From an optimization exercise on the open Yosys and OpenROAD flow, aimed at small area; shortcuts taken in it are not production practice.
The RTL was checked by simulation tests, not by an equivalence proof against the original design.
The flow treats the clock pin as an ideal source. Dropping or thinning the clock tree relies on that and would not hold on a real chip.
No activity file was given, so power comes from the tool's default toggle rates.

**flow/run.sh**
```bash
#!/bin/bash
# The standard ORFS layout (the standard.sh) with these changes:
#  - synthesis maps the logic with an area-oriented ABC script (flow/abc_area.script)
#    in place of ORFS's delay-oriented one; the clock period has ample slack;
#  - the port buffers are the smallest buffer (buf_1);
#  - clock tree synthesis inserts no dummy load cells (CTS_ARGS below).
set -euo pipefail
here=$(pwd)
rm -rf "$here/scripts_own"
cp -r "$FLOW_HOME/scripts" "$here/scripts_own"
cp "$here/flow/abc_area.script" "$here/scripts_own/abc_speed.script"
export BUFFER_PORTS_ARGS="-buffer_cell sky130_fd_sc_hd__buf_1"
export CTS_ARGS="-sink_clustering_enable -repair_clock_nets -dont_use_dummy_load -buf_list {sky130_fd_sc_hd__clkbuf_4 sky130_fd_sc_hd__clkbuf_8} -sink_clustering_size 16"
bash standard.sh SCRIPTS_DIR="$here/scripts_own" finish > standard.log 2>&1
```
**flow/abc_area.script**
```
strash
&get -n
&fraig -x
&put
scorr
dc2
dretime
strash
dch -f
amap -m
topo
```
**standard.sh**
```bash
#!/bin/bash
# synth_recipe.tcl (not shown) runs the flow's synth.tcl, then flattens the netlist and writes it again
# the make line also repeats each setting of config.mk as NAME=value (left out here)
make -C /OpenROAD-flow-scripts/flow DESIGN_CONFIG=/design/flow/config.mk WORK_HOME=/design/flow/orfs CLKGATE_MAP_FILE= SYNTH_SCRIPT=/design/flow/synth_recipe.tcl "${@:-finish}"
```
**config.mk**
```make
export PLATFORM = sky130hd
export DESIGN_NAME = smg_display
export DESIGN_NICKNAME = smg_display
export VERILOG_FILES = /design/flow/design.v
export SDC_FILE = /design/flow/constraint.sdc
export NUM_CORES = 4
export LEC_CHECK = 0
export CAP_MARGIN = 20
export CORE_MARGIN = 2
export CORE_UTILIZATION = 40
export SLEW_MARGIN = 20
```
**constraint.sdc**
```tcl
create_clock -name core_clock -period 10.0 [get_ports {clk}]
set_input_delay 2.0000 -clock core_clock [delete_from_list [all_inputs] [get_ports {clk}]]
set_output_delay 2.0000 -clock core_clock [all_outputs]
set_load 0.01 [all_outputs]
```
**design.v**
```verilog
module smg_display(
input clk,
input rst_n,
input number_en,
input [19:0] number,
output reg [5:0] an,
output reg [7:0] sseg,
output warning
    );
localparam [11:0] H_T = 12'h11a;
localparam [11:0] H_R = 12'h235;
localparam [11:0] H_M = 12'h7ff;
reg [24:0] r;
reg        pend;          
reg        conv;          
reg [4:0]  q;
reg [11:0] h;
wire q31 = &q;
wire hcut = ((h & H_M) == (H_T & H_M));
function [3:0] fix;
    input [3:0] d;
    input       en;
    reg         g;
    begin
        g = en & (d[3] | d[2] & (d[1] | d[0]));
        fix[3] = d[3] | g;
        fix[2] = g ? (d[3] & d[0]) : d[2];
        fix[1] = g ? (d[1] & d[0] | d[3] & ~d[0]) : d[1];
        fix[0] = d[0] ^ g;
    end
endfunction
wire [24:0] cr;
assign cr[3:0]   = fix(r[3:0],   1'b1);
assign cr[7:4]   = fix(r[7:4],   q[4] | q[3] | q[2]);
assign cr[11:8]  = fix(r[11:8],  q[4] | q[3]);
assign cr[15:12] = fix(r[15:12], q[4] | (q[3] & q[2]));
assign cr[19:16] = fix(r[19:16], q[4]);
wire g5 = q[4] & q[1] & q[0] & r[22] & r[20];
assign cr[23:20] = {r[23] | g5, r[22] & ~g5, r[21], r[20] & ~g5};
assign cr[24]    = r[24];
always @(posedge clk or negedge rst_n) begin
    if (!rst_n) begin
        r <= 25'd0;
        pend <= 1'b0;
        conv <= 1'b0;
    end else if (number_en) begin
        r <= {number, 5'd0};
        pend <= 1'b1;
        conv <= 1'b0;
    end else begin
        if (q31) begin
            pend <= 1'b0;
            conv <= pend;
        end else if (q == 5'd19) begin
            conv <= 1'b0;
        end
        if (conv)
            r <= {cr[23:0], cr[24]};
    end
end
assign warning = r[24];
always @(posedge clk or negedge rst_n) begin
    if (!rst_n) begin
        q <= 5'd0;
        h <= H_R;
    end else begin
        q <= q + 5'd1;
        h <= {h[10:0], h[11] ^ h[0] ^ hcut};
    end
end
wire step = q31 & hcut;
reg [2:0] jc;
reg       started;
reg [3:0] num_an;
wire s0 = ~jc[2] & ~jc[0];
wire s1 =  jc[0] & ~jc[1];
wire s2 =  jc[1] & ~jc[2];
wire s3 =  jc[2] &  jc[0];
wire s4 =  jc[1] & ~jc[0];
wire s5 =  jc[2] & ~jc[1];
wire [3:0] dsel = ({4{s5}} & r[3:0])   | ({4{s0}} & r[7:4])
                | ({4{s1}} & r[11:8])  | ({4{s2}} & r[15:12])
                | ({4{s3}} & r[19:16]) | ({4{s4}} & r[23:20]);
always @(posedge clk or negedge rst_n) begin
    if (!rst_n) begin
        jc <= 3'b100;
        started <= 1'b0;
        num_an <= 4'd0;
    end else if (step) begin
        jc <= {jc[1:0], ~jc[2]};
        started <= 1'b1;
        num_an <= dsel;
    end
end
always @(*) begin
    an[0] = started & ~s0;
    an[1] = started & ~s1;
    an[2] = started & ~s2;
    an[3] = started & ~s3;
    an[4] = started & ~s4;
    an[5] = started & ~s5;
end
wire [3:0] d = num_an;
always @(*) begin
    sseg[7] = 1'b1;
    sseg[6] = ~d[3] & ~d[2] & ~d[1] | d[2] & d[1] & d[0];
    sseg[5] = ~d[3] & ~d[2] & d[0] | ~d[2] & d[1] | d[1] & d[0];
    sseg[4] = d[2] & ~d[1] | d[0];
    sseg[3] = ~d[3] & ~d[2] & ~d[1] & d[0] | d[2] & ~d[1] & ~d[0] | d[2] & d[1] & d[0];
    sseg[2] = ~d[2] & d[1] & ~d[0];
    sseg[1] = d[2] & ~d[1] & d[0] | d[2] & d[1] & ~d[0];
    sseg[0] = ~d[3] & ~d[2] & ~d[1] & d[0] | d[2] & ~d[1] & ~d[0];
end
endmodule
```
==> flow_metrics.tcl, run 1 <==
set metrics [dict create \
    outcome "timing/DRC/antenna clean" \
    ios 38 \
    cts_setup_buffers 0 \
    h-tree-depth 2 \
    antenna_left 0 \
    grt_pass1_vias 2072 \
    grt_max_degree 53 \
    p_per_area_nw_per_um2 155 \
    end_kind "flip-flop" \
    final_common_cell "dfrtp_1" \
    grt_usage_pct 20.4 \
    cts_root_buf "clkbuf_8" \
    synth_area_leaders "dfrtp_1, dfstp_2, clkinv_1" \
    fin_skew_ps 17.8 \
    synth-seq-cells 52 \
    place.gp.congestion 0.935 \
    final_cell_mix "dfrtp_1, clkinv_1, buf_1" \
    met2_wirelength_mm 2.86 \
    async_flop_share_pct 100 \
    yosysWarnings 1 \
    synth_top_area_share_pct 47.9 \
    viasPerCell 5.58 \
    final_util_pct 46.2 \
    placementRows 28 \
    cts_repair_resize_count 0 \
    antenna_found_initial 0 \
    cp_data_required_time_ps 10250 \
    synth.net_count 284 \
    nets 327 \
    drv_cap 0 \
    arrival_ps 4550 \
    r2r_start "conv" \
    slew_viol_final 0 \
    clock_path_buffers 2 \
    critPathKind "input port to flip-flop" \
    synthFlopType "dfrtp_1" \
    finalHoldViolations 0 \
    ir_drop_v 0.0000707 \
    fillers 593 \
    stdcell_count 375 \
    ys_types 33 \
    numPlacedInstances 370 \
    synth-edff-count 0 \
    cellLeakagePower_nw 1.07 \
    holdPathEnd "h[5]" \
    diodes 0 \
    period_minus_slack_ps 4300 \
    area_growth_pct 12.4 \
    finalSetupViolCount 0 \
    max-slew-margin-rel_pct 37.1 \
    period_share_pct 43.0 \
    remaining_drc_errors 0 \
    cts.clk_slew.worst_paths_ps 100 \
    drtIter0Drc 126 \
    r2r_end "r[24]" \
    clk_latency_ps 310 \
    dr.pass1.iters 6 \
    grt_pass1_wl_mm 10.1 \
    core_area_um2 5850 \
    die_w_um 81.5 \
    numCtsBuffers 5 \
    tritoncts "done" \
    ctsHoldBuffers 0 \
    fin_area_um2 2700 \
    rsz0062_at_grt "no" \
    routed.top_layer "met4" \
    layout-drive-gt1-share_pct 4.33 \
    worst_pin_slew_ps 940 \
    critical_path.max_fanout 15 \
    wl_mm 6.02 \
    setup_tns_ps 0 \
    num_vias 2093 \
    initial_core_util_pct 41.1 \
    synth_top_cell_by_area "dfrtp_1" \
    yosysSeqAreaShare_pct 54.5 \
    post-dp-hpwl_mm 4.50 \
    critPathLaunchType "input port" \
    netlist_area_um2 2400 \
    wl_met1_mm 2.69 \
    cts_sinks 52 \
    min_from "h[4]" \
    avgSynthCellArea_um2 9.28 \
    post_dp_cell_area_um2 2630 \
    die_area_um2 6640 \
    min_path_type "flip-flop to flip-flop" \
    hold_path_depth 0 \
    rrSetupSlack_ps 7500 \
    io_buffers 36 \
    wl_met3_um 380 \
    routedWlPerCell_um 16.0 \
    grt_overflow 0 \
    fp.dieH_um 81.5 \
    ff2ff_path_depth 4 \
    synthCells 259 \
    fmax_mhz 232 \
]
-- worst max-delay path, stage by stage --
cell      delay (ps)
buf_1            510
nor2_1           410
nor2_1           810
clkinv_1         420
nor3_1           260
a221o_1          130
-- per-stage QoR --
step,power (W),hold WS (ps),setup WS [ps]
after floorplan,0.000289,347,6550
after global placement,0.000315,356,5560
after detailed placement,0.000316,356,5410
after CTS,0.000424,369,5740
after global routing,0.000448,382,5350
final,0.000420,367,5700
-- registers in the layout, indices dropped and copies added (netlist names) --
| name | cells |
|---|---|
| conv | 1 |
| h | 12 |
| jc | 3 |
| num_an | 4 |
| pend | 1 |
| q | 5 |
| r | 25 |
| started | 1 |
-- metal layers --
metal | GRT usage [%] | up-vias
met5 | 0 | -
met4 | 6.61 | 0
met3 | 5.38 | 10
met2 | 33.2 | 70
met1 | 26.7 | 991
li1 | - | 1022
-- how the worst max path moves through the flow --
| stage | startpoint | end | slack, ps | cells past startpoint |
|---|---|---|---|---|
| 4_1_cts | number_en | r[23] | 5740 | 6 |
| 2_1_floorplan | number_en | r[12] | 6550 | 4 |
| 3_5_place_dp | number_en | r[23] | 5410 | 6 |
| 6_report | number_en | r[23] | 5700 | 6 |
| 3_3_place_gp | number_en | r[23] | 5560 | 6 |
| 5_1_grt | number_en | r[20] | 5350 | 5 |
-- power breakdown --
group	switching (W)	internal [W]	total (W)
logic	0.0000420	0.0000260	0.0000681
clock network	0.0000620	0.0000453	0.000107
registers	0.0000187	0.000226	0.000244
-- area by class of cell --
| type | instances | area, um^2 | share of cell area (%) |
|---|---|---|---|
| sequential | 52 | 1310 | 48.4 |
| multi-input combinational | 164 | 928 | 34.4 |
| inverter | 42 | 158 | 5.84 |
| timing repair buffer | 37 | 144 | 5.33 |
| tap | 75 | 93.8 | 3.47 |
| clock buffer | 5 | 68.8 | 2.55 |
-- cell families after synthesis --
| group | synth area share, % |
|---|---|
| other cells | 0.156 |
| xor+xnor | 0.365 |
| compound gates | 25.4 |
| buf+inv | 6.88 |
| fa+ha+maj | 1.04 |
| simple gates | 11.7 |
| flops | 54.5 |
-- synth_stat cells (2+ instances only) --
| library cell | number |
|---|---|
| o21ai_0 | 24 |
| a222oi_1 | 6 |
| a22oi_1 | 6 |
| a32oi_1 | 4 |
| a21oi_1 | 10 |
| o21a_1 | 2 |
| a31oi_1 | 8 |
| o211ai_1 | 3 |
| nand3_1 | 2 |
| ha_1 | 2 |
| nor3_1 | 4 |
| dfstp_2 | 6 |
| nor2_1 | 33 |
| a221oi_1 | 3 |
| o22ai_1 | 19 |
| nand2_1 | 23 |
| o31ai_1 | 2 |
| dfrtp_1 | 46 |
| clkinv_1 | 42 |
==> run 2, diff against run 1 <==
==> flow/abc_area.script (replaced) <==
strash
&get -n
&fraig -x
&put
scorr
dc2
dretime
strash
dch -f
amap
topo
==> run 2 against run 1 <==
Sequential cell count stayed put. Clock skew hardly changed. Hold slack better by 1.5 ps. Sequential share of layout area is 0.090 points lower. Combinational power is 0.9% higher. Total power hardly changed.
==> flow_metrics.tcl, run 2 <==
set metrics [dict create \
    outcome "timing/DRC/antenna clean" \
    clk_latency_ps 310 \
    layout-drive-gt1-share_pct 4.30 \
    critPathLaunchType "input port" \
    fin_skew_ps 17.6 \
    h-tree-depth 2 \
    synth_common_cells "dfrtp_1, clkinv_1, nor2_1, nand2_1, o21ai_0" \
    clkPwrFrac_pct 25.5 \
    diodes 0 \
    rsz0062_at_grt "no" \
    fmax_mhz 237 \
    period_share_pct 42.2 \
    setup_tns_ps 0 \
    cts_repair_resize_count 0 \
    cts_sinks 52 \
    yosysWarnings 1 \
    place.gp.congestion 0.972 \
    num_vias 2072 \
    fillers 571 \
    cellLeakagePower_nw 1.08 \
    p_switching_w 0.000123 \
    slew_viol_final 0 \
    grt_pass1_vias 1870 \
    final_cell_mix "dfrtp_1, clkinv_1, buf_1" \
    clock_path_buffers 2 \
    die_w_um 81.6 \
    antenna_found_initial 0 \
    ff2ff_path_depth 4 \
    drtIter0Drc 223 \
    reg_top3 "r (25), h (12), q (5)" \
    power.internal_w 0.000298 \
    numCtsBuffers 5 \
    timing.final.ws_setup_ps 5780 \
    synth.most_common_cell "dfrtp_1" \
    viasPerCell 5.50 \
    synth.net_count 286 \
    core_area_um2 5850 \
    synthCells 261 \
    critPathKind "input port to flip-flop" \
    p_per_area_nw_per_um2 155 \
    remaining_drc_errors 0 \
    synth_top_area_share_pct 47.8 \
    max-slew-margin-rel_pct 37.3 \
    nets 329 \
    cp_data_required_time_ps 10200 \
    final_common_cell "dfrtp_1" \
    synth_top_cell_by_area "dfrtp_1" \
    swShare_pct 29.2 \
    r2r_start "conv" \
    cts_root_buf "clkbuf_8" \
    p_comb_share_pct 16.3 \
    dr.pass1.iters 4 \
    r2r_end "r[24]" \
    synth_area_leaders "dfrtp_1, dfstp_2, clkinv_1" \
    multi_input_area_um2 937 \
    post-dp-hpwl_mm 4.34 \
    rrSetupSlack_ps 7620 \
    grt_usage_pct 18.9 \
    p_total_w 0.000420 \
    area_growth_pct 12.4 \
    grt_overflow 0 \
    hold_path_depth 0 \
    ios 38 \
    placementRows 28 \
    regMostFlops "r" \
    seq_area_um2 1310 \
    period_minus_slack_ps 4220 \
    min_path_type "flip-flop to flip-flop" \
    wl_mm 5.90 \
    cts.clk_slew.worst_paths_ps 100 \
    preCtsSetupSlack_ps 5480 \
    yosysSeqAreaShare_pct 54.4 \
    holdPathEnd "h[7]" \
    drv_cap 0 \
    netlist_area_um2 2410 \
    async_flop_share_pct 100 \
    pwr-share-seq_pct 58.2 \
    largest_register_ffs 25 \
    synth-seq-cells 52 \
    ir_drop_v 0.0000661 \
    grt_pass1_wl_mm 9.29 \
    routedWlPerCell_um 15.7 \
    initial_core_util_pct 41.1 \
    grt_max_degree 53 \
    final_util_pct 46.3 \
    ctsHoldBuffers 0 \
    arrival_ps 4410 \
    cts_setup_buffers 0 \
    fp.dieH_um 81.6 \
    min_from "h[6]" \
    avgSynthCellArea_um2 9.22 \
    tritoncts "done" \
    hold_slack_ps 368 \
    ys_types 33 \
    io_buffers 36 \
    antenna_left 0 \
    synth-edff-count 0 \
    worst_pin_slew_ps 937 \
    finalHoldViolations 0 \
    die_area_um2 6650 \
    finalSetupViolCount 0 \
    critical_path.max_fanout 14 \
    end_kind "flip-flop" \
    synthFlopType "dfrtp_1" \
]
-- run 2: layer usage --
layer	GRT usage (%)	vias to the layer above	wire [um]
met5	0	-	0
met1	26.8	972	2820
met2	28.5	65	2600
met4	7.17	0	89
met3	3.96	9	393
li1	-	1026	-
-- run 2: kinds of logic (layout without fill, tap and decap cells) --
group / after synthesis / count (layout) / synth area share (%)
DFF: 52 / 52 / 54.4
and+or+nand+nor: 71 / 71 / 12.4
AOI/OAI and AO/OA: 93 / 93 / 25.4
adders and majority gates: 2 / 2 / 1.04
buffers and inverters: 42 / 83 / 6.70
other: 1 / 1 / 0.156
-- run 2: worst max-delay path, stage by stage --
cell      delay, ps
buf_1           480
nor2_1          370
nor2_1          800
clkinv_1        410
o32ai_1         350
-- run 2: worst max-delay path by stage --
stage / cells past startpoint / start / slack [ps] / endpoint
finish: 5 / number_en / 5780 / conv
global route: 5 / number_en / 5460 / conv
CTS: 5 / number_en / 5790 / conv
detailed placement: 6 / number_en / 5480 / r[23]
global placement: 6 / number_en / 5680 / r[23]
floorplan: 4 / number_en / 6590 / r[12]
-- run 2: layout make-up --
type | count | area share, %
timing repair buffer | 37 | 5.32
inverter | 41 | 5.69
clock buffer | 5 | 2.54
sequential | 52 | 48.4
multi-input combinational | 167 | 34.6
tap | 75 | 3.47
-- run 2: stage by stage --
step | cells | instance area, um^2
after floorplan | 261 | 2410
after global placement | 372 | 2640
after detailed placement | 372 | 2640
after CTS | 377 | 2710
after global routing | 377 | 2710
final | 377 | 2710
-- run 2: power by group through the flow --
stage / clock [W] / combinational [W] / sequential, W
floorplan: 0 / 0.0000484 / 0.000241
global placement: 0 / 0.0000680 / 0.000248
detailed placement: 0 / 0.0000683 / 0.000248
finish: 0.000107 / 0.0000687 / 0.000244
global route: 0.000120 / 0.0000786 / 0.000246
CTS: 0.000112 / 0.0000686 / 0.000244
==> run 3, diff against run 2 <==
==> flow/abc_area.script (replaced) <==
strash
&get -n
&fraig -x
&put
scorr
dc2
dretime
strash
dch -f
amap -m -F 3 -A 20
topo
--- a/config.mk
+++ b/config.mk
@@ -6,6 +6,6 @@
 export NUM_CORES = 4
 export LEC_CHECK = 0
-export CAP_MARGIN = 20
+export CAP_MARGIN = 0
 export CORE_MARGIN = 2
 export CORE_UTILIZATION = 40
-export SLEW_MARGIN = 20
+export SLEW_MARGIN = 0
==> run 3 against run 2 <==
Still clean on timing, DRC and antenna. Synthesized cell count shrank 4.2%. Fmax grew 6.8%. Core utilization shrank 0.087 points. Combinational power shrank 4.7%. Register-to-register slack is essentially flat. Cell area shrank 0.79%. Worst setup slack gained 270 ps. Final cell count shrank 2.7%. Critical endpoint unchanged. Largest cell class unchanged. Highest routed layer unchanged.
==> flow_metrics.tcl, run 3 <==
set metrics [dict create \
    cts_repair_resize_count 0 \
    synth.most_common_cell "dfrtp_1" \
    ys_types 35 \
    cpMostUsedCell "nor2_1" \
    grt_pass1_wl_mm 9.43 \
    die_area_um2 6580 \
    crit_slowest_cell "nor2_1" \
    synth_common_cells "dfrtp_1, clkinv_1, nor2_1, a21oi_1, o22ai_1" \
    largest_register_ffs 25 \
    num_vias 2029 \
    viasPerCell 5.53 \
    yosysWarnings 1 \
    cts_setup_buffers 0 \
    min_path_type "flip-flop to flip-flop" \
    diodes 0 \
    regMostFlops "r" \
    routedWlPerCell_um 15.9 \
    ir_drop_v 0.0000667 \
    critical_path.max_fanout 15 \
    dr.pass1.iters 5 \
    min_from "h[2]" \
    h-tree-depth 2 \
    post-dp-hpwl_mm 4.23 \
    setup_tns_ps 0 \
    initial_core_util_pct 40.9 \
    rsz0062_at_grt "no" \
    numCtsBuffers 5 \
    synth-seq-cells 52 \
    ctsHoldBuffers 0 \
    cts_sinks 52 \
    clk_latency_ps 310 \
    antenna_left 0 \
    synth-edff-count 0 \
    critPathKind "input port to flip-flop" \
    layout-drive-gt1-share_pct 4.79 \
    finalSetupViolCount 0 \
    grt_usage_pct 19.1 \
    hold_slack_ps 380 \
    antenna_found_initial 0 \
    cellLeakagePower_nw 1.09 \
    fin_area_um2 2690 \
    worst_pin_slew_ps 902 \
    synthFlopType "dfrtp_1" \
    synth_top_cell_by_area "dfrtp_1" \
    async_flop_share_pct 100 \
    finalHoldViolations 0 \
    core_area_um2 5820 \
    max-slew-margin-rel_pct 39.7 \
    slew_viol_final 0 \
    period_minus_slack_ps 3950 \
    cts_root_buf "clkbuf_8" \
    synth.net_count 275 \
    grt_overflow 0 \
    grt_pass1_vias 1864 \
    yosysSeqAreaShare_pct 55.0 \
    cts.clk_slew.worst_paths_ps 90 \
    r2r_start "h[4]" \
    tritoncts "done" \
    synth_top_area_share_pct 48.4 \
    ff2ff_path_depth 6 \
    critPathLaunchType "input port" \
    outcome "timing/DRC/antenna clean" \
    fmax_mhz 253 \
    nets 319 \
    period_share_pct 39.5 \
    netlist_area_um2 2380 \
    avgSynthCellArea_um2 9.51 \
    final_cell_mix "dfrtp_1, buf_1, clkinv_1, nor2_1, a21oi_1" \
    remaining_drc_errors 0 \
    path_cells "buf_1 -> nor2_1 -> nor2_1 -> clkinv_1 -> o31ai_1" \
    drv_cap 0 \
    wl_mm 5.83 \
    io_buffers 36 \
    end_kind "flip-flop" \
    fin_skew_ps 22.7 \
    die_w_um 81.1 \
    reg_top3 "r (25), h (12), q (5)" \
    p_per_area_nw_per_um2 157 \
    holdPathEnd "h[3]" \
    startpoint "number_en" \
    area_growth_pct 12.9 \
    fillers 598 \
    r2r_end "num_an[0]" \
    synth_area_leaders "dfrtp_1, dfstp_2, clkinv_1" \
    post_dp_cell_area_um2 2620 \
    clock_path_buffers 2 \
    fp.dieH_um 81.1 \
    drtIter0Drc 230 \
    cp_data_required_time_ps 10210 \
    synthCells 250 \
    hold_path_depth 0 \
    placementRows 28 \
    place.gp.congestion 0.838 \
    arrival_ps 4160 \
    critical-path-max-stage-delay_ps 720 \
    rrSetupSlack_ps 7610 \
    grt_max_degree 53 \
    final_common_cell "dfrtp_1" \
    ios 38 \
]
run 3: changes by cell type in the layout (fill, tap and decap cells not counted), sizes merged, moves of 2 or more:
cell,previous run,this run
a21oi,10,21
clkinv,41,33
nand2,24,18
o21ai,24,18
a31oi,8,3
a222oi,6,10
a221oi,3,0
a32oi,3,1
run 3: how the worst max path moves through the flow:
stage             to  cells after the start
3_3_place_gp    conv                      5
5_1_grt         conv                      5
2_1_floorplan  r[20]                      4
4_1_cts         conv                      5
3_5_place_dp    conv                      5
6_report        conv                      5
run 3: kinds of logic (layout without fill, tap and decap cells):
logic type / count (synthesis) / count (layout) / share of synthesized area, %
other: 1 / 1 / 0.158
adder cells (fa/ha/maj): 2 / 2 / 1.05
flip-flops: 52 / 52 / 55.0
AO/OA/AOI/OAI: 95 / 95 / 26.1
XOR/XNOR: 1 / 1 / 0.368
buffers and inverters: 34 / 76 / 5.52
AND/OR/NAND/NOR: 65 / 65 / 11.8
run 3: per-layer routing:
layer | vias up | routed length (um) | global-route usage [%]
met3 | 6 | 436 | 3.89
li1 | 1003 | - | -
met1 | 950 | 2630 | 28.3
met4 | 0 | 58 | 5.59
met5 | - | 0 | 0
met2 | 70 | 2700 | 28.3
run 3: final cells by class:
class                   instances  area, um^2  area share (%)
repair buffers                 38         151            5.64
clock buffers                   5        68.8            2.56
inverters                      33         124            4.61
multi-input cells             164         938            34.9
flip-flops and latches         52        1310            48.7
well taps                      75        93.8            3.49
run 3: stage by stage:
| step | total power, W | std cells | worst slack [ps] | utilization [%] |
|---|---|---|---|---|
| after CTS | 0.000423 | 367 | 6080 | 46.2 |
| after global routing | 0.000442 | 367 | 5810 | 46.2 |
| after floorplan | 0.000289 | 250 | 6520 | - |
| after global placement | 0.000316 | 362 | 5870 | 45.0 |
| after detailed placement | 0.000316 | 362 | 5740 | 45.0 |
| final | 0.000421 | 367 | 6050 | 46.2 |
run 3: critical path, delay by kind of cell:
kind | cells | cell delay, ps
and+or+nand+nor | 2 | 890
AOI/OAI and AO/OA | 1 | 340
buffers and inverters | 2 | 920
run 3: where the power goes:
part	total [W]	internal [W]	switching (W)
clock	0.000108	0.0000453	0.0000625
sequential	0.000247	0.000226	0.0000215
combinational	0.0000655	0.0000264	0.0000390
==> run 4, diff against run 3 <==
--- a/config.mk
+++ b/config.mk
@@ -6,6 +6,6 @@
 export NUM_CORES = 4
 export LEC_CHECK = 0
-export CAP_MARGIN = 0
+export CAP_MARGIN = 20
 export CORE_MARGIN = 2
-export CORE_UTILIZATION = 40
-export SLEW_MARGIN = 0
+export CORE_UTILIZATION = 25
+export SLEW_MARGIN = 20
==> run 4 against run 3 <==
Still clean. Wire length rose by 4.6%. Hold slack worse by 13 ps. Cell area up 2.8%. Clock skew decreased by 8.4 ps. Clock power is essentially flat. Final cell count increased by 15%. Critical path type unchanged. Largest power group unchanged. Highest routed layer unchanged.
==> flow_metrics.tcl, run 4 <==
set metrics [dict create \
    outcome "timing/DRC/antenna clean" \
    grt_max_degree 53 \
    fin_area_um2 2760 \
    synth_area_leaders "dfrtp_1, dfstp_2, clkinv_1" \
    avgSynthCellArea_um2 9.51 \
    placementRows 35 \
    synthCells 250 \
    rrSetupSlack_ps 7580 \
    ir_drop_v 0.0000636 \
    grt_pass1_wl_mm 10.1 \
    wl_mm 6.10 \
    layout-drive-gt1-share_pct 5.12 \
    ios 38 \
    cts_root_buf "clkbuf_8" \
    grt_pass1_vias 1976 \
    cpMostUsedCell "nor2_1" \
    period_minus_slack_ps 3690 \
    clk_latency_ps 300 \
    post_dp_cell_area_um2 2690 \
    die_area_um2 10300 \
    period_share_pct 36.9 \
    drv_cap 0 \
    fp.dieH_um 102 \
    area_growth_pct 16.0 \
    cp_data_required_time_ps 10210 \
    cts_repair_resize_count 0 \
    arrival_ps 3900 \
    num_vias 2065 \
    max-slew-margin-rel_pct 31.5 \
    critical_path.max_fanout 15 \
    regMostFlops "r" \
    fmax_mhz 271 \
    p_total_w 0.000420 \
    cts_setup_buffers 0 \
    synthFlopType "dfrtp_1" \
    finalHoldViolations 0 \
    numCtsBuffers 5 \
    yosysWarnings 1 \
    critPathKind "input port to flip-flop" \
    synth-seq-cells 52 \
    synth_top_area_share_pct 48.4 \
    grt_usage_pct 12.6 \
    final_util_pct 29.9 \
    antenna_found_initial 0 \
    dr.pass1.iters 5 \
    slew_viol_final 0 \
    netlist_area_um2 2380 \
    crit_buf_inv 3 \
    ys_types 35 \
    async_flop_share_pct 100 \
    largest_register_ffs 25 \
    grt_overflow 0 \
    tritoncts "done" \
    min_path_type "flip-flop to flip-flop" \
    drtIter0Drc 189 \
    finalSetupViolCount 0 \
    die_w_um 102 \
    synth.net_count 275 \
    reg_top3 "r (25), h (12), q (5)" \
    end_kind "flip-flop" \
    setup_tns_ps 0 \
    initial_core_util_pct 25.7 \
    yosysSeqAreaShare_pct 55.0 \
    crit_slowest_cell "nor2_1" \
    synth_top_cell_by_area "dfrtp_1" \
    viasPerCell 4.89 \
    ctsHoldBuffers 0 \
    cellLeakagePower_nw 1.10 \
    core_area_um2 9240 \
    clock_path_buffers 2 \
    antenna_left 0 \
    diodes 0 \
    nets 320 \
    routedWlPerCell_um 14.5 \
    path_cells "buf_1 -> buf_4 -> nor2_1 -> nor2_1 -> clkinv_1 -> o31ai_1" \
    cts.clk_slew.worst_paths_ps 90 \
    crit_family "simple AND/OR/NAND/NOR gates" \
    critPathLaunchType "input port" \
    fin_skew_ps 14.4 \
    io_buffers 36 \
    h-tree-depth 2 \
    p_per_area_nw_per_um2 152 \
    final_common_cell "dfrtp_1" \
    critical-path-max-stage-delay_ps 780 \
    post-dp-hpwl_mm 4.47 \
    fillers 970 \
    synth_common_cells "dfrtp_1, clkinv_1, nor2_1, a21oi_1, o22ai_1" \
    worst_pin_slew_ps 1020 \
    cts_sinks 52 \
    place.gp.congestion 0.873 \
    remaining_drc_errors 0 \
    synth.most_common_cell "dfrtp_1" \
    synth-edff-count 0 \
    hold_slack_ps 366 \
    final_cell_mix "dfrtp_1, buf_1, clkinv_1, nor2_1, a21oi_1" \
    rsz0062_at_grt "no" \
]
-- run 4: cell count changes in the layout (fill, tap and decap cells not counted), sizes merged --
cell  previous run  this run
buf             37        38
-- run 4: final timing paths --
path,start,endpoint,cells after the start
max in group asynchronous,rst_n,r[3],2
worst min register to register,h[4],h[5],0
worst max register to register,h[4],num_an[0],6
worst max-delay path,number_en,conv,6
min in group asynchronous,rst_n,r[9],2
worst min-delay path,h[4],h[5],0
-- run 4: metrics by stage --
stage	std cells	setup WS [ps]
after floorplan	250	6520
final	422	6310
after global placement	417	6150
after global routing	422	6140
after detailed placement	417	6050
after CTS	422	6380
-- run 4: worst register-to-register path, stage by stage, from the launching register on --
cell      delay, ps
dfstp_2         530
or4b_1          430
nor2_1          120
nand3_1         130
nor2b_1         540
clkinv_1        330
a22oi_1         260
-- run 4: per-layer routing --
layer,track usage [%],routed length [um],part of all wire (%),vias up
met1,19.5,3060,50,974
met2,18.1,2590,43,85
met3,2.55,419,6.9,4
met4,2.81,25,0.41,0
met5,0,0,0,-
li1,-,-,-,1002
-- run 4: logic make-up after synthesis --
group	synth area share, %
flops	55.0
other cells	0.158
simple gates	11.8
buf+inv	5.52
fa+ha+maj	1.05
xor+xnor	0.368
compound gates	26.1
-- run 4: area by class of cell --
| class | instances | area, um^2 | share of cell area, % |
|---|---|---|---|
| clock buffers | 5 | 68.8 | 2.49 |
| inverters | 33 | 124 | 4.49 |
| multi-input cells | 164 | 938 | 34.0 |
| flip-flops and latches | 52 | 1310 | 47.4 |
| well taps | 129 | 161 | 5.85 |
| repair buffers | 39 | 159 | 5.76 |
-- run 4: report_power, final --
part	internal [W]	switching [W]
Combinational	0.0000267	0.0000389
Sequential	0.000226	0.0000217
Clock	0.0000453	0.0000615
Total	0.000298	0.000122
==> run 5, diff against run 4 <==
--- a/config.mk
+++ b/config.mk
@@ -8,4 +8,4 @@
 export CAP_MARGIN = 20
 export CORE_MARGIN = 2
-export CORE_UTILIZATION = 25
+export CORE_UTILIZATION = 40
 export SLEW_MARGIN = 20
==> run 5 against run 4 <==
Non-clock buffer count down 1. Cell area down 2.7%. Clock power about the same. Hold slack better by 13 ps. Sequential share of layout area up 1.3 points. Sequential cell count unchanged. Combinational power about the same. Critical endpoint unchanged. Global-route usage up 6.5 points. Critical path type unchanged. Worst setup slack worse by 260 ps. Via count down 1.7%. First-iteration DRC count up 22%. Wire length down 4.4%.
==> flow_metrics.tcl, run 5 <==
set metrics [dict create \
    period_share_pct 39.5 \
    synth-edff-count 0 \
    remaining_drc_errors 0 \
    cts_repair_resize_count 0 \
    crit_buf_inv 2 \
    swShare_pct 29.2 \
    viasPerCell 5.53 \
    final_common_cell "dfrtp_1" \
    clock_path_buffers 2 \
    arrival_ps 4160 \
    cts_root_buf "clkbuf_8" \
    fmax_mhz 253 \
    synthFlopType "dfrtp_1" \
    synth.most_common_cell "dfrtp_1" \
    p_per_area_nw_per_um2 157 \
    core_area_um2 5820 \
    place.gp.congestion 0.838 \
    finalHoldViolations 0 \
    grt_pass1_wl_mm 9.43 \
    reg_top3 "r (25), h (12), q (5)" \
    multi_input_area_um2 938 \
    critical-path-max-stage-delay_ps 720 \
    nets 319 \
    path_cells "buf_1 -> nor2_1 -> nor2_1 -> clkinv_1 -> o31ai_1" \
    worst_pin_slew_ps 902 \
    synth_area_leaders "dfrtp_1, dfstp_2, clkinv_1" \
    antenna_left 0 \
    critPathLaunchType "input port" \
    routedWlPerCell_um 15.9 \
    wl_mm 5.83 \
    die_area_um2 6580 \
    hold_slack_ps 380 \
    drv_cap 0 \
    pwr-share-seq_pct 58.8 \
    ir_drop_v 0.0000667 \
    h-tree-depth 2 \
    p_comb_share_pct 15.6 \
    met1_usage_pct 28.3 \
    grt_overflow 0 \
    dr.pass1.iters 5 \
    synthCells 250 \
    tritoncts "done" \
    synth_common_cells "dfrtp_1, clkinv_1, nor2_1, a21oi_1, o22ai_1" \
    fp.dieH_um 81.1 \
    slew_viol_final 0 \
    drtIter0Drc 230 \
    diodes 0 \
    crit_slowest_cell "nor2_1" \
    ctsHoldBuffers 0 \
    synth.net_count 275 \
    post-dp-hpwl_mm 4.23 \
    p_switching_w 0.000123 \
    initial_core_util_pct 40.9 \
    synth-seq-cells 52 \
    rrSetupSlack_ps 7610 \
    clk_latency_ps 310 \
    cts_sinks 52 \
    cpMostUsedCell "nor2_1" \
    busiest_layer "met2" \
    regMostFlops "r" \
    grt_max_degree 53 \
    end_kind "flip-flop" \
    final_cell_mix "dfrtp_1, buf_1, clkinv_1, nor2_1, a21oi_1" \
    rsz0062_at_grt "no" \
    critPathKind "input port to flip-flop" \
    ys_types 35 \
    yosysSeqAreaShare_pct 55.0 \
    netlist_area_um2 2380 \
    layout-drive-gt1-share_pct 4.79 \
    met3_usage_pct 3.89 \
    placementRows 28 \
    finalSetupViolCount 0 \
    seq_area_um2 1310 \
    synth_top_cell_by_area "dfrtp_1" \
    power.internal_w 0.000298 \
    async_flop_share_pct 100 \
    yosysWarnings 1 \
    ios 38 \
    fin_skew_ps 22.7 \
    area_growth_pct 12.9 \
    avgSynthCellArea_um2 9.51 \
    cts_setup_buffers 0 \
    period_minus_slack_ps 3950 \
    setup_tns_ps 0 \
    critical_path.max_fanout 15 \
    crit_family "buffers and inverters" \
    io_buffers 36 \
    clkPwrFrac_pct 25.6 \
    num_vias 2029 \
    synth_top_area_share_pct 48.4 \
    die_w_um 81.1 \
    fillers 598 \
    cp_data_required_time_ps 10210 \
    cts.clk_slew.worst_paths_ps 90 \
    grt_use_met2_pct 28.3 \
    grt_usage_pct 19.1 \
    antenna_found_initial 0 \
    largest_register_ffs 25 \
    outcome "timing/DRC/antenna clean" \
    max-slew-margin-rel_pct 39.7 \
    grt_pass1_vias 1864 \
    min_path_type "flip-flop to flip-flop" \
    numCtsBuffers 5 \
    cellLeakagePower_nw 1.09 \
]
## run 5: cell counts after synthesis
No cell type changed its count.
## run 5: path summary, 6_finish.rpt
| path | from | endpoint | cells past startpoint |
|---|---|---|---|
| worst max-delay path | number_en | conv | 5 |
| worst min-delay path | h[2] | h[3] | 0 |
| worst max register to register | h[4] | num_an[0] | 6 |
| worst min register to register | h[2] | h[3] | 0 |
| max in group asynchronous | rst_n | q[4] | 2 |
| min in group asynchronous | rst_n | num_an[1] | 2 |
## run 5: layout make-up
| cell class | instances | share of cell area, % |
|---|---|---|
| flip-flops and latches | 52 | 48.7 |
| multi-input cells | 164 | 34.9 |
| repair buffers | 38 | 5.64 |
| inverters | 33 | 4.61 |
| well taps | 75 | 3.49 |
| clock buffers | 5 | 2.56 |
## run 5: stage by stage
| step | instance area (um^2) | total power (W) | worst slack [ps] | instances | utilization [%] |
|---|---|---|---|---|---|
| 6_report | 2690 | 0.000421 | 6050 | 367 | 46.2 |
| 3_5_place_dp | 2620 | 0.000316 | 5740 | 362 | 45.0 |
| 2_1_floorplan | 2380 | 0.000289 | 6520 | 250 | - |
| 3_3_place_gp | 2620 | 0.000316 | 5870 | 362 | 45.0 |
| 5_1_grt | 2690 | 0.000442 | 5810 | 367 | 46.2 |
| 4_1_cts | 2690 | 0.000423 | 6080 | 367 | 46.2 |
## run 5: cell families (layout without fill, tap and decap cells)
family	after synthesis	in the layout	synth area share (%)
compound gates	95	95	26.1
simple gates	65	65	11.8
flops	52	52	55.0
buf+inv	34	76	5.52
fa+ha+maj	2	2	1.05
other cells	1	1	0.158
xor+xnor	1	1	0.368
## run 5: per-layer routing
layer	part of all wire [%]	vias to the layer above
met3	7.5	6
met1	45	950
li1	-	1003
met2	46	70
met4	0.99	0
met5	0	-
## run 5: power by group through the flow
stage,logic [W],registers (W),clock network (W)
after floorplan,0.0000465,0.000242,0
after global placement,0.0000643,0.000251,0
after detailed placement,0.0000654,0.000251,0
after CTS,0.0000659,0.000247,0.000110
after global routing,0.0000753,0.000249,0.000118
final,0.0000655,0.000247,0.000108
==> run 6, diff against run 5 <==
--- a/flow/run.sh
+++ b/flow/run.sh
@@ -11,4 +11,4 @@
 cp "$here/flow/abc_area.script" "$here/scripts_own/abc_speed.script"
 export BUFFER_PORTS_ARGS="-buffer_cell sky130_fd_sc_hd__buf_1"
-export CTS_ARGS="-sink_clustering_enable -repair_clock_nets -dont_use_dummy_load -buf_list {sky130_fd_sc_hd__clkbuf_4 sky130_fd_sc_hd__clkbuf_8} -sink_clustering_size 16"
+export CTS_ARGS="-sink_clustering_enable -repair_clock_nets -dont_use_dummy_load -buf_list {sky130_fd_sc_hd__clkbuf_4} -sink_clustering_size 16"
 bash standard.sh SCRIPTS_DIR="$here/scripts_own" finish > standard.log 2>&1
--- a/config.mk
+++ b/config.mk
@@ -8,4 +8,4 @@
 export CAP_MARGIN = 20
 export CORE_MARGIN = 2
-export CORE_UTILIZATION = 40
+export CORE_UTILIZATION = 85
 export SLEW_MARGIN = 20
==> run 6 against run 5 <==
The run now fails in 3_3_place_gp. Area after synthesis did not move. Synthesized cell count did not move.
==> flow_metrics.tcl, run 6 <==
set metrics [dict create \
    outcome "stopped before the end" \
    lastStage "3_3_place_gp" \
    tool.error "[ERROR GPL-0301] Utilization 103.073 % exceeds 100%." \
    die_w_um 56.9 \
    placementRows 19 \
    fp.dieH_um 56.9 \
    yosysWarnings 1 \
    avgSynthCellArea_um2 9.51 \
    ios 38 \
    initial_core_util_pct 87.8 \
    netlist_area_um2 2380 \
    synthCells 250 \
    synth_top_family_by_area "compound AO/OA/AOI/OAI gates" \
    yosysSeqAreaShare_pct 55.0 \
    synth-edff-count 0 \
    synth.net_count 275 \
    synth_top_area_share_pct 48.4 \
    synth-seq-cells 52 \
    synthFlopType "dfrtp_1" \
    async_flop_share_pct 100 \
    yosys.area_share.simple_pct 11.8 \
    synthXorXnorAreaFrac_pct 0.368 \
    synth_compound_area_share_pct 26.1 \
    yosys.area_share.adder_pct 1.05 \
    ys_types 35 \
    synth_common_cells "dfrtp_1, clkinv_1, nor2_1, a21oi_1, o22ai_1" \
    io_buffers 36 \
    synth_top_cell_by_area "dfrtp_1" \
    synth.most_common_cell "dfrtp_1" \
    synth_mux_area_share_pct 0 \
    synth_area_leaders "dfrtp_1, dfstp_2, clkinv_1" \
]
## run 6: cell families after synthesis
family,Yosys count
compound gates,95
xor+xnor,1
fa+ha+maj,2
buf+inv,34
flops,52
other cells,1
simple gates,65
==> run 7, diff against run 6 <==
==> flow/run.sh (replaced) <==
#!/bin/bash
# The standard ORFS layout (the standard.sh) with these changes:
#  - synthesis maps the logic with an area-oriented ABC script (flow/abc_area.script)
#    in place of ORFS's delay-oriented one; the clock period has ample slack;
#  - the port buffers are the smallest buffer (buf_1);
set -euo pipefail
here=$(pwd)
rm -rf "$here/scripts_own"
cp -r "$FLOW_HOME/scripts" "$here/scripts_own"
cp "$here/flow/abc_area.script" "$here/scripts_own/abc_speed.script"
export BUFFER_PORTS_ARGS="-buffer_cell sky130_fd_sc_hd__buf_1"
export POST_CTS_TCL="$here/flow/post_cts.tcl"
export CTS_ARGS="-sink_clustering_enable -repair_clock_nets -dont_use_dummy_load -buf_list {sky130_fd_sc_hd__clkbuf_4 sky130_fd_sc_hd__clkbuf_8} -sink_clustering_size 16"
bash standard.sh SCRIPTS_DIR="$here/scripts_own" finish > standard.log 2>&1
==> flow/post_cts.tcl (new file) <==
set block [ord::get_db_block]
set root [$block findInst clkbuf_0_clk]
if { $root != "NULL" } {
  set in_net [[$root findITerm A] getNet]
  set out_net [[$root findITerm X] getNet]
  set loads {}
  foreach it [$out_net getITerms] {
    if { [$it getInst] != $root } { lappend loads $it }
  }
  if { [llength $loads] <= 4 && [$in_net getName] == "clk" } {
    puts "post_cts: removing root clock buffer, [llength $loads] leaves on clk"
    foreach it $loads {
      $it disconnect
      $it connect $in_net
    }
    odb::dbInst_destroy $root
    odb::dbNet_destroy $out_net
  } else {
    puts "post_cts: root clock buffer kept ([llength $loads] loads)"
  }
}
--- a/config.mk
+++ b/config.mk
@@ -8,4 +8,5 @@
 export CAP_MARGIN = 20
 export CORE_MARGIN = 2
-export CORE_UTILIZATION = 85
+export CORE_UTILIZATION = 40
+export GPL_TIMING_DRIVEN = 0
 export SLEW_MARGIN = 20
==> run 7 against run 6 <==
Now clean on timing, DRC and antenna. Synthesized cell count unchanged. Area after synthesis is the same.
==> flow_metrics.tcl, run 7 <==
set metrics [dict create \
    remaining_drc_errors 0 \
    p_total_w 0.000404 \
    dr.pass1.iters 4 \
    synth.most_common_cell "dfrtp_1" \
    grt_usage_pct 19.7 \
    antenna_left 0 \
    drtIter0Drc 188 \
    largest_register_ffs 25 \
    hold_slack_ps 371 \
    placementRows 28 \
    core_area_um2 5820 \
    routedWlPerCell_um 16.4 \
    met2_wirelength_mm 2.72 \
    finalSetupViolCount 0 \
    reg_top3 "r (25), h (12), q (5)" \
    max-slew-margin-rel_pct 31.0 \
    cts_sinks 52 \
    fp.dieH_um 81.1 \
    synthCells 250 \
    viasPerCell 5.63 \
    synth_top_cell_by_area "dfrtp_1" \
    final_cell_mix "dfrtp_1, buf_1, clkinv_1" \
    die_area_um2 6580 \
    num_vias 2067 \
    place.gp.congestion 0.811 \
    stdcell_count 367 \
    outcome "timing/DRC/antenna clean" \
    synth_common_cells "dfrtp_1, clkinv_1, nor2_1, a21oi_1, o22ai_1" \
    grt_pass1_vias 1992 \
    cellLeakagePower_nw 1.11 \
    arrival_ps 4670 \
    wl_met1_mm 2.86 \
    r2r_start "h[4]" \
    synth-seq-cells 52 \
    cts.clk_slew.worst_paths_ps 70 \
    p_per_area_nw_per_um2 148 \
    rsz0062_at_grt "no" \
    regMostFlops "r" \
    antenna_found_initial 0 \
    ys_types 35 \
    yosys.area_share.simple_pct 11.8 \
    yosysWarnings 1 \
    wl_mm 6.02 \
    post_dp_cell_area_um2 2660 \
    clk_latency_ps 160 \
    synth_mux_area_share_pct 0 \
    nets 319 \
    period_share_pct 46.2 \
    worst_pin_slew_ps 1030 \
    yosys.area_share.adder_pct 1.05 \
    avgSynthCellArea_um2 9.51 \
    synth_area_leaders "dfrtp_1, dfstp_2, clkinv_1" \
    wl_met3_um 348 \
    synth_compound_area_share_pct 26.1 \
    synth_top_family_by_area "compound AO/OA/AOI/OAI gates" \
    min_from "h[4]" \
    r2r_end "num_an[0]" \
    final_common_cell "dfrtp_1" \
    fin_area_um2 2720 \
    holdPathEnd "h[5]" \
    ir_drop_v 0.0000886 \
    netlist_area_um2 2380 \
    synth_top_area_share_pct 48.4 \
    drv_cap 0 \
    layout-drive-gt1-share_pct 5.14 \
    fin_skew_ps 19.7 \
    slew_viol_final 0 \
    diodes 0 \
    fillers 592 \
    setup_tns_ps 0 \
    initial_core_util_pct 40.9 \
    area_growth_pct 14.4 \
    period_minus_slack_ps 4620 \
    synthFlopType "dfrtp_1" \
    ff2ff_path_depth 6 \
    startpoint "number_en" \
    critPathLaunchType "input port" \
    synth-edff-count 0 \
    grt_overflow 0 \
    critPathKind "input port to flip-flop" \
    grt_max_degree 22 \
    rrSetupSlack_ps 7540 \
    die_w_um 81.1 \
    synthXorXnorAreaFrac_pct 0.368 \
    cp_data_required_time_ps 10050 \
    io_buffers 36 \
    end_kind "flip-flop" \
    critical_path.max_fanout 15 \
    synth.net_count 275 \
    fmax_mhz 216 \
    async_flop_share_pct 100 \
    min_path_type "flip-flop to flip-flop" \
    finalHoldViolations 0 \
    yosysSeqAreaShare_pct 55.0 \
    ios 38 \
    grt_pass1_wl_mm 9.78 \
    routed.top_layer "met4" \
    numPlacedInstances 363 \
    post-dp-hpwl_mm 4.41 \
    hold_path_depth 0 \
]
run 7: cell counts after synthesis:
Identical to the previous run, type by type.
run 7: area by class of cell:
type	count	area (um^2)	area share, %
Tap cell	75	93.8	3.45
Clock buffer	4	55.1	2.02
Inverter	33	124	4.55
Buffer	1	7.51	0.276
Sequential cell	52	1310	48.1
Timing Repair Buffer	38	191	7.03
Multi-Input combinational cell	164	941	34.6
run 7: power breakdown:
part	switching [W]	internal [W]	total (W)
combinational	0.0000405	0.0000284	0.0000688
sequential	0.0000196	0.000226	0.000245
clock	0.0000529	0.0000368	0.0000897
total	0.000113	0.000291	0.000404
run 7: routing by layer:
metal / vias to the layer above / GRT usage (%)
li1: 1003 / -
met1: 1000 / 28.3
met2: 56 / 30.1
met3: 8 / 3.00
met4: 0 / 7.80
met5: - / 0
run 7: cell families (layout without fill, tap and decap cells):
kind of cell | Yosys count | count (layout)
buf+inv | 34 | 76
simple gates | 65 | 65
other cells | 1 | 1
xor+xnor | 1 | 1
fa+ha+maj | 2 | 2
flops | 52 | 52
compound gates | 95 | 95
run 7: through the flow:
| step | setup slack (ps) | util [%] |
|---|---|---|
| finish | 5380 | 46.8 |
| global route | 5220 | 46.8 |
| detailed placement | 5080 | 45.8 |
| global placement | 5100 | 44.8 |
| floorplan | 6520 | - |
run 7: worst max path at each step:
stage / to / slack [ps] / cells after the start
after floorplan: r[20] / 6520 / 4
after global placement: conv / 5100 / 5
after detailed placement: conv / 5080 / 5
after global routing: conv / 5220 / 5
final: conv / 5380 / 5
run 7: worst max-delay path, cell delays in order:
cell and delay [ps]:
buf_1 610, nor2_2 340, nor2_1 870, clkinv_1 510, o31ai_1 330
==> run 8, diff against run 7 <==
--- a/config.mk
+++ b/config.mk
@@ -9,4 +9,3 @@
 export CORE_MARGIN = 2
 export CORE_UTILIZATION = 40
-export GPL_TIMING_DRIVEN = 0
 export SLEW_MARGIN = 20
==> run 8 against run 7 <==
Still clean. Total power shrank 0.17%. First-iteration DRC count shrank 0.53%. Final cell count shrank 0.27%. Clock-buffer cell count is the same. Largest cell class unchanged. Highest routed layer unchanged.
==> flow_metrics.tcl, run 8 <==
set metrics [dict create \
    synthCells 250 \
    hold_path_depth 0 \
    outcome "timing/DRC/antenna clean" \
    final_common_cell "dfrtp_1" \
    p_per_area_nw_per_um2 151 \
    power.internal_w 0.000289 \
    area_growth_pct 12.3 \
    core_area_um2 5820 \
    max-slew-margin-rel_pct 42.2 \
    diodes 0 \
    ios 38 \
    nets 318 \
    placementRows 28 \
    p_switching_w 0.000114 \
    grt_pass1_wl_mm 9.38 \
    async_flop_share_pct 100 \
    fillers 599 \
    rsz0062_at_grt "no" \
    end_kind "flip-flop" \
    cellLeakagePower_nw 1.09 \
    final_cell_mix "dfrtp_1, buf_1, clkinv_1, nor2_1, a21oi_1" \
    pwr-share-seq_pct 61.5 \
    synth.net_count 275 \
    worst_pin_slew_ps 863 \
    ff2ff_path_depth 6 \
    swShare_pct 28.3 \
    grt_usage_pct 18.7 \
    timing.final.ws_setup_ps 5940 \
    grt_max_degree 53 \
    synth_common_cells "dfrtp_1, clkinv_1, nor2_1, a21oi_1, o22ai_1" \
    initial_core_util_pct 40.9 \
    finalSetupViolCount 0 \
    synth.most_common_cell "dfrtp_1" \
    drv_cap 0 \
    synth-edff-count 0 \
    synth_top_cell_by_area "dfrtp_1" \
    largest_register_ffs 25 \
    fin_skew_ps 22.0 \
    synth_top_area_share_pct 48.4 \
    period_share_pct 40.6 \
    crit_family "buffers and inverters" \
    critical-path-max-stage-delay_ps 700 \
    synthFlopType "dfrtp_1" \
    viasPerCell 5.60 \
    preCtsSetupSlack_ps 5740 \
    min_path_type "flip-flop to flip-flop" \
    remaining_drc_errors 0 \
    finalHoldViolations 0 \
    crit_slowest_cell "nor2_1" \
    io_buffers 36 \
    ir_drop_v 0.0000674 \
    place.gp.congestion 0.838 \
    critPathLaunchType "input port" \
    post-dp-hpwl_mm 4.23 \
    stdcell_count 366 \
    netlist_area_um2 2380 \
    cp.depth 5 \
    cpMostUsedCell "nor2_1" \
    antenna_left 0 \
    wl_mm 5.81 \
    cp_data_required_time_ps 10060 \
    regMostFlops "r" \
    critPathKind "input port to flip-flop" \
    path_cells "buf_1 -> nor2_1 -> nor2_1 -> clkinv_1 -> o31ai_1" \
    grt_overflow 0 \
    avgSynthCellArea_um2 9.51 \
    synth_area_leaders "dfrtp_1, dfstp_2, clkinv_1" \
    num_vias 2050 \
    cts.clk_slew.worst_paths_ps 100 \
    p_comb_share_pct 16.3 \
    die_w_um 81.1 \
    dr.pass1.iters 5 \
    yosysWarnings 1 \
    crit_buf_inv 2 \
    layout-drive-gt1-share_pct 4.47 \
    arrival_ps 4120 \
    clk_latency_ps 150 \
    fp.dieH_um 81.1 \
    die_area_um2 6580 \
    grt_pass1_vias 1854 \
    routedWlPerCell_um 15.9 \
    antenna_found_initial 0 \
    ys_types 35 \
    setup_tns_ps 0 \
    period_minus_slack_ps 4060 \
    cts_sinks 52 \
    reg_top3 "r (25), h (12), q (5)" \
    synth-seq-cells 52 \
    drtIter0Drc 187 \
    critical_path.max_fanout 15 \
    numPlacedInstances 362 \
    yosysSeqAreaShare_pct 55.0 \
    fmax_mhz 246 \
    slew_viol_final 0 \
    clkPwrFrac_pct 22.3 \
]
run 8: routing by layer:
metal  GRT usage, %  part of all wire [%]  vias up
met1           28.3                    46      966
li1               -                     -     1001
met2           28.3                    46       78
met3           3.22                   7.2        5
met4           4.07                   1.2        0
met5              0                     0        -
run 8: area by class of cell:
type / count / area (um^2) / share of cell area, %
Multi-Input combinational cell: 164 / 938 / 35.1
Inverter: 33 / 124 / 4.64
Clock buffer: 4 / 55.1 / 2.06
Tap cell: 75 / 93.8 / 3.51
Timing Repair Buffer: 38 / 151 / 5.67
Sequential cell: 52 / 1310 / 49.0
run 8: worst register-to-register path: stages, from the launching register on:
cell	delay, ps
dfstp_2	540
or4b_1	420
nor2_1	120
nand3_1	120
nor2b_1	530
clkinv_1	350
a22oi_1	250
run 8: kinds of logic (layout without fill, tap and decap cells):
kind of cell | count (synthesis) | after routing | synth area share, %
AOI/OAI and AO/OA | 95 | 95 | 26.1
xor gates and xnor gates | 1 | 1 | 0.368
adders and majority gates | 2 | 2 | 1.05
buffers and inverters | 34 | 75 | 5.52
DFF | 52 | 52 | 55.0
other | 1 | 1 | 0.158
and+or+nand+nor | 65 | 65 | 11.8
run 8: worst paths after layout:
kind | startpoint | end | slack, ps
setup reg to reg | h[4] | num_an[0] | 7590
min in group asynchronous | rst_n | num_an[1] | 1950
setup / recovery | number_en | conv | 5940
hold reg to reg | h[2] | h[3] | 380
hold / removal | h[2] | h[3] | 380
max in group asynchronous | rst_n | q[4] | 7600
run 8: power by group through the flow:
| stage | clock network (W) | registers, W | logic (W) |
|---|---|---|---|
| 2_1_floorplan | 0 | 0.000242 | 0.0000465 |
| 3_3_place_gp | 0 | 0.000251 | 0.0000643 |
| 3_5_place_dp | 0 | 0.000251 | 0.0000654 |
| 5_1_grt | 0.0000994 | 0.000249 | 0.0000753 |
| 6_report | 0.0000898 | 0.000248 | 0.0000656 |
run 8: per-stage QoR:
step	hold slack [ps]	util [%]	instance area, um^2	power (W)
after global routing	372	45.9	2670	0.000423
final	380	45.9	2670	0.000403
after global placement	356	45.0	2620	0.000316
after detailed placement	358	45.0	2620	0.000316
after floorplan	347	-	2380	0.000289

==> static timing again, ports no longer ideal <==
The results above use ideal ports. As a check the final layouts listed here were re-extracted and re-timed, cells and wires unchanged.
Step 1 sets driving cells, clkbuf_16 on the clock port and buf_2 on the other inputs (assumed; they add their load-dependent delay and slew).
Step 2 also shifts input and output timing later by t, the mid clock arrival at the registers, as if the neighbouring blocks saw the same clock.
Three values: ideal, step 1, step 2; two values: the first two.
run	t, ns	setup WS [ns]	worst setup path at the end
run 1	0.326	5.697 / 5.699 / 5.374	input to register
run 2	0.328	5.783 / 5.786 / 5.458	input to register
run 3	0.327	6.053 / 6.056 / 5.730	input to register
run 4	0.323	6.309 / 6.316 / 5.993	input to register
run 5	0.327	6.053 / 6.056 / 5.730	input to register
run 7	0.198	5.377 / 5.404 / 5.206	input to register
run 8	0.199	5.940 / 5.970 / 5.771	input to register
After both steps setup and hold are still met in every run listed. For run 2, which loses most, drivers alone change the setup slack by +0.003 ns; drivers and shift together by -0.325 ns.
